Source: an optimization exercise on an open RTL-to-GDS flow (aim: small area and a short achievable clock period). Production flows keep margins and buffers that such runs may drop.
The RTL of this run was laid out without a check of its function.
Power and IR drop assume default switching activity.

### config.mk
export PLATFORM = sky130hd
export DESIGN_NAME = FIR
export DESIGN_NICKNAME = FIR
export VERILOG_FILES = /design/flow/design.v
export SDC_FILE = /design/flow/constraint.sdc
export NUM_CORES = 4
export LEC_CHECK = 0
export CAP_MARGIN = 20
export CORE_MARGIN = 2
export CORE_UTILIZATION = 40
export SETUP_SLACK_MARGIN = 5
export SLEW_MARGIN = 20
export SYNTH_HIERARCHICAL = 1
export SYNTH_MINIMUM_KEEP_SIZE = 0
### constraint.sdc
create_clock -name core_clock -period 12.0 [get_ports {clk}]
set_input_delay 2.4000 -clock core_clock [delete_from_list [all_inputs] [get_ports {clk}]]
set_output_delay 2.4000 -clock core_clock [all_outputs]
set_load 0.01 [all_outputs]
### design.v
module FIR(Dout,
           Din,
           clk,
           reset);
    output  [17:0]  Dout;
    input   [7:0]   Din;
    input           clk, reset;
    reg [7:0]  x1, x2n, x3, x4n, x5, x6n, x7;
    reg [15:0] S;
    wire       rn;       
    rinv ur (reset, rn);
    reg [3:0] K;    
    wire s1, c2;
    fa u2 (x2n[0], x4n[0], 1'b1, s1, c2);
    wire s3, c4;
    fa u4 (x2n[1], x4n[1], c2, s3, c4);
    wire s5, c6;
    fa u6 (x2n[2], x4n[2], c4, s5, c6);
    wire s7, c8;
    fa u8 (x2n[3], x4n[3], c6, s7, c8);
    wire s9, c10;
    fa u10 (x2n[4], x4n[4], c8, s9, c10);
    wire s11, c12;
    fa u12 (x2n[5], x4n[5], c10, s11, c12);
    wire s13, c14;
    fa u14 (x2n[6], x4n[6], c12, s13, c14);
    wire s15, c16;
    fa u16 (x2n[7], x4n[7], c14, s15, c16);
    wire n17 = ~x6n[0];
    wire n18 = ~x6n[1];
    wire n19 = ~x6n[2];
    wire n20 = ~x6n[3];
    wire n21 = ~x6n[4];
    wire n22 = ~x6n[5];
    wire n23 = ~x6n[6];
    wire n24 = ~x6n[7];
    wire n25 = ~s1;
    wire n26 = ~s3;
    wire n27 = ~s5;
    wire n28 = ~s7;
    wire n29 = ~s9;
    wire n30 = ~s11;
    wire n31 = ~s13;
    wire n32 = ~s15;
    wire n33 = ~c16;
    wire n34 = ~x7[0];
    wire n35 = ~x7[1];
    wire n36 = ~x7[2];
    wire n37 = ~x7[3];
    wire n38 = ~x7[4];
    wire n39 = ~x7[5];
    wire n40 = ~x7[6];
    wire n41 = ~x7[7];
    wire s42, c43;
    fa u43 (n17, n34, Din[0], s42, c43);
    wire s44, c45;
    fa u45 (n18, n35, s1, s44, c45);
    wire s46, c47;
    fa u47 (s44, Din[1], c43, s46, c47);
    wire s48, c49;
    fa u49 (x3[0], n19, n36, s48, c49);
    wire s50, c51;
    fa u51 (s48, s3, c45, s50, c51);
    wire s52, c53;
    fa u53 (s50, Din[2], c47, s52, c53);
    wire s54, c55;
    fa u55 (x3[1], x7[0], n20, s54, c55);
    wire s56, c57;
    fa u57 (n37, c49, s54, s56, c57);
    wire s58, c59;
    fa u59 (s56, s5, c51, s58, c59);
    wire s60, c61;
    fa u61 (s58, Din[3], c53, s60, c61);
    wire s62, c63;
    fa u63 (x3[0], x3[2], x7[1], s62, c63);
    wire s64, c65;
    fa u65 (n17, n21, n38, s64, c65);
    wire s66, c67;
    fa u67 (c55, s62, n25, s66, c67);
    wire s68, c69;
    fa u69 (s64, c57, s66, s68, c69);
    wire s70, c71;
    fa u71 (s68, s7, c59, s70, c71);
    wire s72, c73;
    fa u73 (Din[0], Din[4], s70, s72, c73);
    wire s74, c75;
    fa u75 (x1[0], x5[0], x3[0], s74, c75);
    wire s76, c77;
    fa u77 (x3[1], x3[3], x7[2], s76, c77);
    wire s78, c79;
    fa u79 (n18, n22, n39, s78, c79);
    wire s80, c81;
    fa u81 (c63, c65, s74, s80, c81);
    wire s82, c83;
    fa u83 (s76, n25, s78, s82, c83);
    wire s84, c85;
    fa u85 (n26, c67, s80, s84, c85);
    wire s86, c87;
    fa u87 (s82, c69, s84, s86, c87);
    wire s88, c89;
    fa u89 (Din[1], Din[5], s86, s88, c89);
    wire s90, c91;
    fa u91 (s9, c71, s88, s90, c91);
    wire s92, c93;
    fa u93 (x1[1], x5[1], x3[1], s92, c93);
    wire s94, c95;
    fa u95 (x3[2], x3[4], x7[3], s94, c95);
    wire s96, c97;
    fa u97 (n19, n23, n40, s96, c97);
    wire s98, c99;
    fa u99 (c75, c77, c79, s98, c99);
    wire s100, c101;
    fa u101 (s92, s94, s96, s100, c101);
    wire s102, c103;
    fa u103 (c81, n26, c83, s102, c103);
    wire s104, c105;
    fa u105 (s98, s100, n27, s104, c105);
    wire s106, c107;
    fa u107 (c85, s102, s104, s106, c107);
    wire s108, c109;
    fa u109 (Din[2], Din[6], c87, s108, c109);
    wire s110, c111;
    fa u111 (s106, c89, s108, s110, c111);
    wire s112, c113;
    fa u113 (s11, c91, s110, s112, c113);
    wire s114, c115;
    fa u115 (x1[2], x5[2], x3[2], s114, c115);
    wire s116, c117;
    fa u117 (x3[3], x3[5], x7[4], s116, c117);
    wire s118, c119;
    fa u119 (n20, n24, n41, s118, c119);
    wire s120, c121;
    fa u121 (c93, c95, c97, s120, c121);
    wire s122, c123;
    fa u123 (s114, s116, s118, s122, c123);
    wire s124, c125;
    fa u125 (c99, c101, s120, s124, c125);
    wire s126, c127;
    fa u127 (s122, n27, c103, s126, c127);
    wire s128, c129;
    fa u129 (s124, n28, c105, s128, c129);
    wire s130, c131;
    fa u131 (Din[3], Din[7], s126, s130, c131);
    wire s132, c133;
    fa u133 (c107, s128, c109, s132, c133);
    wire s134, c135;
    fa u135 (s130, c111, s132, s134, c135);
    wire s136, c137;
    fa u137 (s13, c113, s134, s136, c137);
    wire s138, c139;
    fa u139 (x1[3], x5[3], x3[3], s138, c139);
    wire s140, c141;
    fa u141 (x3[4], x3[6], x7[5], s140, c141);
    wire s142, c143;
    fa u143 (n21, c115, c117, s142, c143);
    wire s144, c145;
    fa u145 (c119, s138, s140, s144, c145);
    wire s146, c147;
    fa u147 (c121, s142, c123, s146, c147);
    wire s148, c149;
    fa u149 (s144, c125, s146, s148, c149);
    wire s150, c151;
    fa u151 (n28, c127, Din[4], s150, c151);
    wire s152, c153;
    fa u153 (s148, n29, c129, s152, c153);
    wire s154, c155;
    fa u155 (c131, s150, s152, s154, c155);
    wire s156, c157;
    fa u157 (c133, s154, c135, s156, c157);
    wire s158, c159;
    fa u159 (s15, s156, c137, s158, c159);
    wire s160, c161;
    fa u161 (x1[4], x5[4], x3[4], s160, c161);
    wire s162, c163;
    fa u163 (x3[5], x3[7], x7[6], s162, c163);
    wire s164, c165;
    fa u165 (n22, c139, c141, s164, c165);
    wire s166, c167;
    fa u167 (s160, s162, c143, s166, c167);
    wire s168, c169;
    fa u169 (c145, s164, s166, s168, c169);
    wire s170, c171;
    fa u171 (c147, s168, Din[5], s170, c171);
    wire s172, c173;
    fa u173 (c149, n29, c151, s172, c173);
    wire s174, c175;
    fa u175 (s170, n30, c153, s174, c175);
    wire s176, c177;
    fa u177 (s172, c155, s174, s176, c177);
    wire s178, c179;
    fa u179 (c16, s176, c157, s178, c179);
    wire w180 = ~(s178 ^ c159);
    wire w181 = s178 | c159;
    wire s182, c183;
    fa u183 (x1[5], x5[5], x3[5], s182, c183);
    wire s184, c185;
    fa u185 (x3[6], x7[7], n23, s184, c185);
    wire s186, c187;
    fa u187 (c161, c163, s182, s186, c187);
    wire s188, c189;
    fa u189 (s184, c165, s186, s188, c189);
    wire s190, c191;
    fa u191 (c167, s188, c169, s190, c191);
    wire s192, c193;
    fa u193 (Din[6], s190, c171, s192, c193);
    wire s194, c195;
    fa u195 (n30, c173, s192, s194, c195);
    wire s196, c197;
    fa u197 (n31, c175, s194, s196, c197);
    wire s198, c199;
    fa u199 (c177, s196, c179, s198, c199);
    wire s200, c201;
    fa u201 (x1[6], x5[6], x3[6], s200, c201);
    wire s202, c203;
    fa u203 (x3[7], n24, c183, s202, c203);
    wire s204, c205;
    fa u205 (c185, s200, c187, s204, c205);
    wire s206, c207;
    fa u207 (s202, c189, s204, s206, c207);
    wire s208, c209;
    fa u209 (Din[7], s206, c191, s208, c209);
    wire s210, c211;
    fa u211 (s208, c193, n31, s210, c211);
    wire s212, c213;
    fa u213 (c195, n32, s210, s212, c213);
    wire s214, c215;
    fa u215 (c197, s212, c199, s214, c215);
    wire s216, c217;
    fa u217 (x1[7], x5[7], x3[7], s216, c217);
    wire s218, c219;
    fa u219 (c201, s216, c203, s218, c219);
    wire s220, c221;
    fa u221 (c205, s218, c207, s220, c221);
    wire s222, c223;
    fa u223 (s220, c209, n33, s222, c223);
    wire s224, c225;
    fa u225 (n32, c211, s222, s224, c225);
    wire s226, c227;
    fa u227 (c213, s224, c215, s226, c227);
    wire s228, c229;
    fa u229 (c217, c219, c221, s228, c229);
    wire s230, c231;
    fa u231 (s228, n33, c223, s230, c231);
    wire s232, c233;
    fa u233 (c225, s230, c227, s232, c233);
    wire s234, c235;
    fa u235 (c229, c231, c233, s234, c235);
    wire n236 = ~s52;
    wire s237, c238;
    ha u238 (s60, s52, s237, c238);
    wire s239, c240;
    fa u240 (c61, s72, c238, s239, c240);
    wire s241, c242;
    fa u242 (c73, s90, c240, s241, c242);
    wire s243, c244;
    ha u244 (s112, c242, s243, c244);
    wire s245, c246;
    ha u246 (s136, c244, s245, c246);
    wire s247, c248;
    ha u248 (s158, c246, s247, c248);
    wire s249, c250;
    ha u250 (w181, s198, s249, c250);
    wire n251 = ~s214;
    wire w252 = ~(s226 ^ s214);
    wire w253 = s226 | s214;
    wire n254 = ~s232;
    wire w255 = ~(s234 ^ s232);
    wire w256 = s234 | s232;
    wire n257 = ~c235;
    wire [15:0] S_next = {n257, w255, n254, w252, n251, s249, w180, s247, s245, s243, s241, s239, s237, n236, s46, s42};
    wire [3:0] K_next = {w256, w253, c250, c248};
    always @(posedge clk) begin
        x1  <= Din & {8{rn}};
        x2n <= ~(x1 & {8{rn}});
        x3  <= ~(x2n | {8{reset}});
        x4n <= ~(x3 & {8{rn}});
        x5  <= ~(x4n | {8{reset}});
        x6n <= ~(x5 & {8{rn}});
        x7  <= ~(x6n | {8{reset}});
    end
    always @(posedge clk) begin
        if (reset) begin
            S  <= 16'hFF01;
            K  <= 4'd0;
        end else begin
            S  <= S_next;
            K  <= K_next;
        end
    end
    wire [15:0] y;
    outadd ua (S, Din, K, y);
    assign Dout = {2'b00, y};
endmodule
module outadd(input [15:0] s, input [7:0] d, input [3:0] k, output [15:0] y);
    wire o_w1 = ~d[0];
    wire o_w2 = ~d[1];
    wire o_w3 = ~d[2];
    wire o_w4 = ~d[3];
    wire o_w5 = ~d[4];
    wire o_w6 = ~d[5];
    wire o_w7 = ~d[6];
    wire o_w8 = ~d[7];
    wire o_s9, o_c10;
    fa o_u10 (s[3], d[0], o_w4, o_s9, o_c10);
    wire o_s11, o_c12;
    fa o_u12 (s[4], d[1], o_w5, o_s11, o_c12);
    wire o_s13, o_c14;
    fa o_u14 (s[5], d[2], o_w6, o_s13, o_c14);
    wire o_s15, o_c16;
    fa o_u16 (s[6], d[3], o_w7, o_s15, o_c16);
    wire o_s17, o_c18;
    fa o_u18 (s[7], d[4], o_w8, o_s17, o_c18);
    wire o_s19, o_c20;
    ha o_u20 (s[8], d[5], o_s19, o_c20);
    wire o_s21, o_c22;
    fa o_u22 (s[9], d[6], k[0], o_s21, o_c22);
    wire o_s23, o_c24;
    ha o_u24 (s[10], d[7], o_s23, o_c24);
    wire o_s25, o_c26;
    ha o_u26 (s[11], k[1], o_s25, o_c26);
    wire o_s27, o_c28;
    ha o_u28 (s[0], o_w1, o_s27, o_c28);
    wire o_s29, o_c30;
    ha o_u30 (s[1], o_w2, o_s29, o_c30);
    wire o_s31, o_c32;
    ha o_u32 (s[2], o_w3, o_s31, o_c32);
    wire o_s33, o_c34;
    ha o_u34 (o_s11, o_c10, o_s33, o_c34);
    wire o_s35, o_c36;
    ha o_u36 (o_s13, o_c12, o_s35, o_c36);
    wire o_s37, o_c38;
    ha o_u38 (o_s15, o_c14, o_s37, o_c38);
    wire o_s39, o_c40;
    ha o_u40 (o_s17, o_c16, o_s39, o_c40);
    wire o_s41, o_c42;
    ha o_u42 (o_s19, o_c18, o_s41, o_c42);
    wire o_s43, o_c44;
    ha o_u44 (o_s21, o_c20, o_s43, o_c44);
    wire o_s45, o_c46;
    ha o_u46 (o_s23, o_c22, o_s45, o_c46);
    wire o_s47, o_c48;
    ha o_u48 (o_s25, o_c24, o_s47, o_c48);
    wire o_s49, o_c50;
    ha o_u50 (s[12], o_c26, o_s49, o_c50);
    wire o_s51, o_c52;
    ha o_u52 (s[13], k[2], o_s51, o_c52);
    wire o_s53, o_c54;
    ha o_u54 (s[15], k[3], o_s53, o_c54);
    wire o_w55 = o_c30 | (o_s29 & o_c28);
    wire o_w56 = o_s29 & o_s27;
    wire o_w57 = (o_s9 & o_c32);
    wire o_w58 = o_s9 & o_s31;
    wire o_w59 = o_c36 | (o_s35 & o_c34);
    wire o_w60 = o_s35 & o_s33;
    wire o_w61 = o_c40 | (o_s39 & o_c38);
    wire o_w62 = o_s39 & o_s37;
    wire o_w63 = o_c44 | (o_s43 & o_c42);
    wire o_w64 = o_s43 & o_s41;
    wire o_w65 = o_c48 | (o_s47 & o_c46);
    wire o_w66 = o_s47 & o_s45;
    wire o_w67 = o_c52 | (o_s51 & o_c50);
    wire o_w68 = o_s51 & o_s49;
    wire o_w69 = o_s53 & s[14];
    wire o_w70 = o_c32 | (o_s31 & o_w55);
    wire o_w71 = o_s31 & o_w56;
    wire o_w72 = o_w57 | (o_w58 & o_w55);
    wire o_w73 = o_w58 & o_w56;
    wire o_w74 = o_c38 | (o_s37 & o_w59);
    wire o_w75 = o_s37 & o_w60;
    wire o_w76 = o_w61 | (o_w62 & o_w59);
    wire o_w77 = o_w62 & o_w60;
    wire o_w78 = o_c46 | (o_s45 & o_w63);
    wire o_w79 = o_s45 & o_w64;
    wire o_w80 = o_w65 | (o_w66 & o_w63);
    wire o_w81 = o_w66 & o_w64;
    wire o_w82 = (s[14] & o_w67);
    wire o_w83 = s[14] & o_w68;
    wire o_w84 = o_c54 | (o_w69 & o_w67);
    wire o_w85 = o_w69 & o_w68;
    wire o_w86 = o_c34 | (o_s33 & o_w72);
    wire o_w87 = o_s33 & o_w73;
    wire o_w88 = o_w59 | (o_w60 & o_w72);
    wire o_w89 = o_w60 & o_w73;
    wire o_w90 = o_w74 | (o_w75 & o_w72);
    wire o_w91 = o_w75 & o_w73;
    wire o_w92 = o_w76 | (o_w77 & o_w72);
    wire o_w93 = o_w77 & o_w73;
    wire o_w94 = o_c50 | (o_s49 & o_w80);
    wire o_w95 = o_s49 & o_w81;
    wire o_w96 = o_w67 | (o_w68 & o_w80);
    wire o_w97 = o_w68 & o_w81;
    wire o_w98 = o_w82 | (o_w83 & o_w80);
    wire o_w99 = o_w83 & o_w81;
    wire o_w100 = o_w84 | (o_w85 & o_w80);
    wire o_w101 = o_w85 & o_w81;
    wire o_w102 = o_c42 | (o_s41 & o_w92);
    wire o_w103 = o_s41 & o_w93;
    wire o_w104 = o_w63 | (o_w64 & o_w92);
    wire o_w105 = o_w64 & o_w93;
    wire o_w106 = o_w78 | (o_w79 & o_w92);
    wire o_w107 = o_w79 & o_w93;
    wire o_w108 = o_w80 | (o_w81 & o_w92);
    wire o_w109 = o_w81 & o_w93;
    wire o_w110 = o_w94 | (o_w95 & o_w92);
    wire o_w111 = o_w95 & o_w93;
    wire o_w112 = o_w96 | (o_w97 & o_w92);
    wire o_w113 = o_w97 & o_w93;
    wire o_w114 = o_w98 | (o_w99 & o_w92);
    wire o_w115 = o_w99 & o_w93;
    wire o_w116 = o_w100 | (o_w101 & o_w92);
    wire o_w117 = o_w101 & o_w93;
    wire o_w118 = o_s29 ^ o_c28;
    wire o_w119 = o_s31 ^ o_w55;
    wire o_w120 = o_s9 ^ o_w70;
    wire o_w121 = o_s33 ^ o_w72;
    wire o_w122 = o_s35 ^ o_w86;
    wire o_w123 = o_s37 ^ o_w88;
    wire o_w124 = o_s39 ^ o_w90;
    wire o_w125 = o_s41 ^ o_w92;
    wire o_w126 = o_s43 ^ o_w102;
    wire o_w127 = o_s45 ^ o_w104;
    wire o_w128 = o_s47 ^ o_w106;
    wire o_w129 = o_s49 ^ o_w108;
    wire o_w130 = o_s51 ^ o_w110;
    wire o_w131 = s[14] ^ o_w112;
    wire o_w132 = o_s53 ^ o_w114;
    assign y = {o_w132, o_w131, o_w130, o_w129, o_w128, o_w127, o_w126, o_w125, o_w124, o_w123, o_w122, o_w121, o_w120, o_w119, o_w118, o_s27};
endmodule
module rinv(input r, output rn);
    assign rn = ~r;
endmodule
module fa(input a, input b, input c, output s, output co);
    assign s = a ^ b ^ c;
    assign co = (a & b) | (a & c) | (b & c);
endmodule
module ha(input a, input b, output s, output co);
    assign s = a ^ b;
    assign co = a & b;
endmodule
### flow/run.sh
#!/bin/bash
# Own layout flow: the standard ORFS flow (standard.sh's make command and
# synthesis, unchanged), with these changes after synthesis:
#  - timing repair aims at a setup slack margin of $MARGIN ns,
#  - port buffers are buf_2 cells (ORFS's default pick is a delay cell),
#  - clock tree: clkbuf_8 buffers, larger sink clusters, no dummy loads.
# ORFS writes each tool's log under orfs/logs/; make's output goes to
# make_*.log in this folder.
set -euo pipefail
MARGIN=5
MAKELINE=$(grep '^make ' standard.sh | sed 's/"\${@:-finish}"//')
run_make() { eval "$MAKELINE"' "$@"'; }
run_make synth > make_synth.log 2>&1
run_make "SETUP_SLACK_MARGIN=$MARGIN" \
  "BUFFER_PORTS_ARGS=-buffer_cell sky130_fd_sc_hd__buf_2" \
  "CTS_ARGS=-sink_clustering_enable -repair_clock_nets -dont_use_dummy_load -buf_list sky130_fd_sc_hd__clkbuf_8 -sink_clustering_size 30 -sink_clustering_max_diameter 100" \
  finish > make_finish.log 2>&1
# everything is built: this only writes out/final.def from the final layout
bash standard.sh finish > make_def.log 2>&1
### standard.sh
#!/bin/bash
# synth_recipe.tcl (not shown) runs the flow's synth.tcl, then flattens the netlist and writes it again
# the make line also repeats each setting of config.mk as NAME=value (left out here)
make -C /OpenROAD-flow-scripts/flow DESIGN_CONFIG=/design/flow/config.mk WORK_HOME=/design/flow/orfs CLKGATE_MAP_FILE= SYNTH_SCRIPT=/design/flow/synth_recipe.tcl "${@:-finish}"
==> flow_summary.toml <==
[run_status]
status = "no timing/DRC/antenna violations"

[critical_path]
crit_chain = "buf_4 -> inv_1 -> fa_1 -> ha_4 -> a21o_1 -> a21oi_4 -> or3_1 -> a31o_1 -> xnor2_1 -> buf_2"
r2r_end = "S[14]$_SDFF_PP1_"
crit_arrival_ns = 4.52
worst-path-max-fanout = 5
max_stage_delay_ns = 0.48
crit_path_end_kind = "output port"
cp-start-kind = "input pin"
crit_path_top_delay_cell = "fa_1"
r2r_cells = 18
r2r_slack_ns = 5.25
cp.required_ns = 9.60
crit_type = "in -> out"
rr_startpoint = "x2n[0]$_DFF_P_"

[logic_synthesis]
seq_area_frac_synth_pct = 29.2
synthArstFlopShare_pct = 0
yosys_warnings = 7
synth_area_um2 = 5200
syn_area_per_cell_um2 = 12.5
synth_top_area_share_pct = 43.1
netlist_instances = 417
synth_area_leaders = "fa_1, dfxtp_1, ha_1"
ys_types = 36
post-synth-top-area-cell = "fa_1"
synth-edff-count = 0
synth_ff_type = "dfxtp_1"
ys_ff_latch = 76

[timing]
fin_worst_skew_ns = 0.0231
period_needed_ns = 6.92
fin_tns_setup_ns = 0
hold_ws_ns = 0.383
fmax_mhz = 144
tightest_slew_ns = 0.923
grt_setup_unrepaired = "yes"
period_share_pct = 57.7
finalMaxSlewViolations = 0
hold_violations = 0
slew-limit-headroom_pct = 38.4
setup_viol = 0

[global_route]
grt_overflow = 0
antenna_found_initial = 0
grt_use_total_pct = 14.0
grt_pass1_vias = 3141
grt_max_degree = 46
grt_first_pass_wirelength_um = 15000

[pwr]
peakVddDrop_v = 0.0000691
power_leakage_nw = 2.56
p_per_area_nw_per_um2 = 206

[cts]
cts_sinks = 76
clk_latency_ns = 0.36
tritoncts = "yes"
root_buffer = "clkbuf_8"
holdBufCountCts = 0
clk_path_buf_depth = 2
numCtsBuffers = 9
clk_pin_slew_ns = 0.08
cts_max_level = 3

[routing]
firstDrtPassIters = 4
antenna_left = 0
drc_errors = 0
vias = 2767
vias_per_cell = 4.56
wl_per_cell_um = 14.3
drt-total-wl_um = 8700
drt_iter0_drc = 70

[worst_hold_path]
hp-start = "x6n[5]$_DFF_P_"
hold_class = "reg -> reg"
whs_path_depth = 1
min_to = "x7[5]$_DFF_P_"

[final_layout]
final_cell_mix = "fa_1, dfxtp_1, inv_1"
final_common_cell = "fa_1"
postLayoutCoreUtil_pct = 45.3
diodes = 0
drive_gt1_share_pct = 17.2
nets = 588
area_delta_synth_final_pct = 10.2

[placed_design]
dp_hpwl_um = 7230
port_buffers = 25
gp_congestion = 0.834

[floorplanning]
die_h_um = 118
core_area_um2 = 12700
io_pins = 28
die_x_um = 118
dieArea_um2 = 13900
start_util_pct = 41.1
rows = 41

[flow_run]
cap_viol_max_count = 0
worst max-delay path: cells and delay by family:
kind,cells,cell delay [ns]
simple gates,1,0.37
compound gates,3,0.46
fa+ha+maj,2,0.78
xor+xnor,1,0.12
buf+inv,3,0.37
cell usage after synthesis, types with 2 or more instances:
| master | number |
|---|---|
| nand2b_1 | 7 |
| dfxtp_1 | 76 |
| inv_1 | 43 |
| nor2_1 | 36 |
| xnor2_1 | 9 |
| conb_1 | 2 |
| buf_2 | 5 |
| a21o_1 | 5 |
| a21oi_1 | 4 |
| buf_4 | 18 |
| nor2b_1 | 8 |
| nor3_1 | 3 |
| o21a_1 | 3 |
| buf_6 | 2 |
| and2_1 | 8 |
| or2_1 | 3 |
| nand2_1 | 27 |
| fa_1 | 112 |
| ha_1 | 29 |
registers in the layout, indices dropped and copies added, names as in the netlist:
name	count
S	16
x5	8
x2n	8
x1	8
x4n	8
x7	8
x6n	8
K	4
x3	8
worst max path at each step:
stage	start	endpoint	slack, ns	cells after the start
global placement	Din[6]	Dout[15]	4.84	9
global route	Din[4]	Dout[9]	4.97	11
CTS	Din[3]	Dout[9]	4.96	11
detailed placement	Din[6]	S[14]$_SDFF_PP1_	4.79	14
finish	Din[4]	Dout[13]	5.08	10
floorplan	Din[2]	S[14]$_SDFF_PP1_	5.12	13
Yosys stat by module, one instance, submodules excluded:
| module | area [µm²] | cells |
|---|---|---|
| FIR | 2100 | 199 |
| fa | 20.0 | 1 |
| ha | 12.5 | 1 |
| outadd | 581 | 83 |
| rinv | 3.75 | 1 |
kinds of logic (layout without fill, tap and decap cells):
group | Yosys count | in the layout | synth area share (%)
adders and majority gates | 141 | 141 | 50.1
and+or+nand+nor | 101 | 101 | 9.38
DFF | 76 | 76 | 29.2
buffers and inverters | 69 | 86 | 6.71
AOI/OAI and AO/OA | 18 | 18 | 2.79
xor gates and xnor gates | 10 | 10 | 1.68
other | 2 | 3 | 0.144
cell type report:
class	count	area [µm²]
Fill cell	1208	6940
Timing Repair Buffer	34	209
Clock buffer	9	124
Multi-Input combinational cell	273	3500
Tap cell	172	215
Inverter	43	161
Sequential cell	76	1520
repair_timing:
item                                    CTS  global route
endpoints found under the setup margin   10             9
gates resized for setup                  13            25
setup buffers                             3             5
pin swaps                                 4            17
through the flow:
step                      total power (W)  cells  area (µm²)  setup WS (ns)
after floorplan                  0.000892    418        5210           5.12
after CTS                         0.00115    602        5580           4.96
after global placement           0.000953    590        5370           4.84
after global routing              0.00131    607        5730           4.97
after detailed placement         0.000970    590        5370           4.79
final                             0.00118    607        5730           5.08
report_power, final:
group	internal, W	switching, W	total, W
Sequential	0.000284	0.0000148	0.000299
Combinational	0.000373	0.000365	0.000738
Clock	0.0000668	0.0000799	0.000147
Total	0.000724	0.000459	0.00118
routing by layer:
layer  wire length (µm)  up-vias  track usage, %
met3                363        8            4.55
met2               4230       35            22.8
met1               4000     1436            17.8
li1                   -     1288               -
met5                  0        -               0
met4                111        0            3.84

-- port drivers added, routing unchanged --
How much do the figures lean on ideal ports? The routed layout below was timed once more, with nothing changed but the port constraints.
Step 1, drivers: a clkbuf_16 drives clk and a buf_2 each remaining input, both assumed.
Step 2 adds t to the input delays and takes it off the output delays; t is the mean of the earliest and latest rising clock arrival at the registers after step 1. Input paths then give back, and output paths get back, about the clock's delay inside the block.
a / b / c = ideal ports / drivers / drivers and shift; a / b = the first two.
shift t [ns]: 0.381
setup slack, ns: 5.079 / 5.055 / 5.004
worst setup path after step 2: input to register
worst register clock-pin slew, ns: 0.08 / 0.08
After both steps setup and hold are still met in this run. The setup slack of this run moves by -0.024 ns with the drivers and by -0.075 ns with both steps.
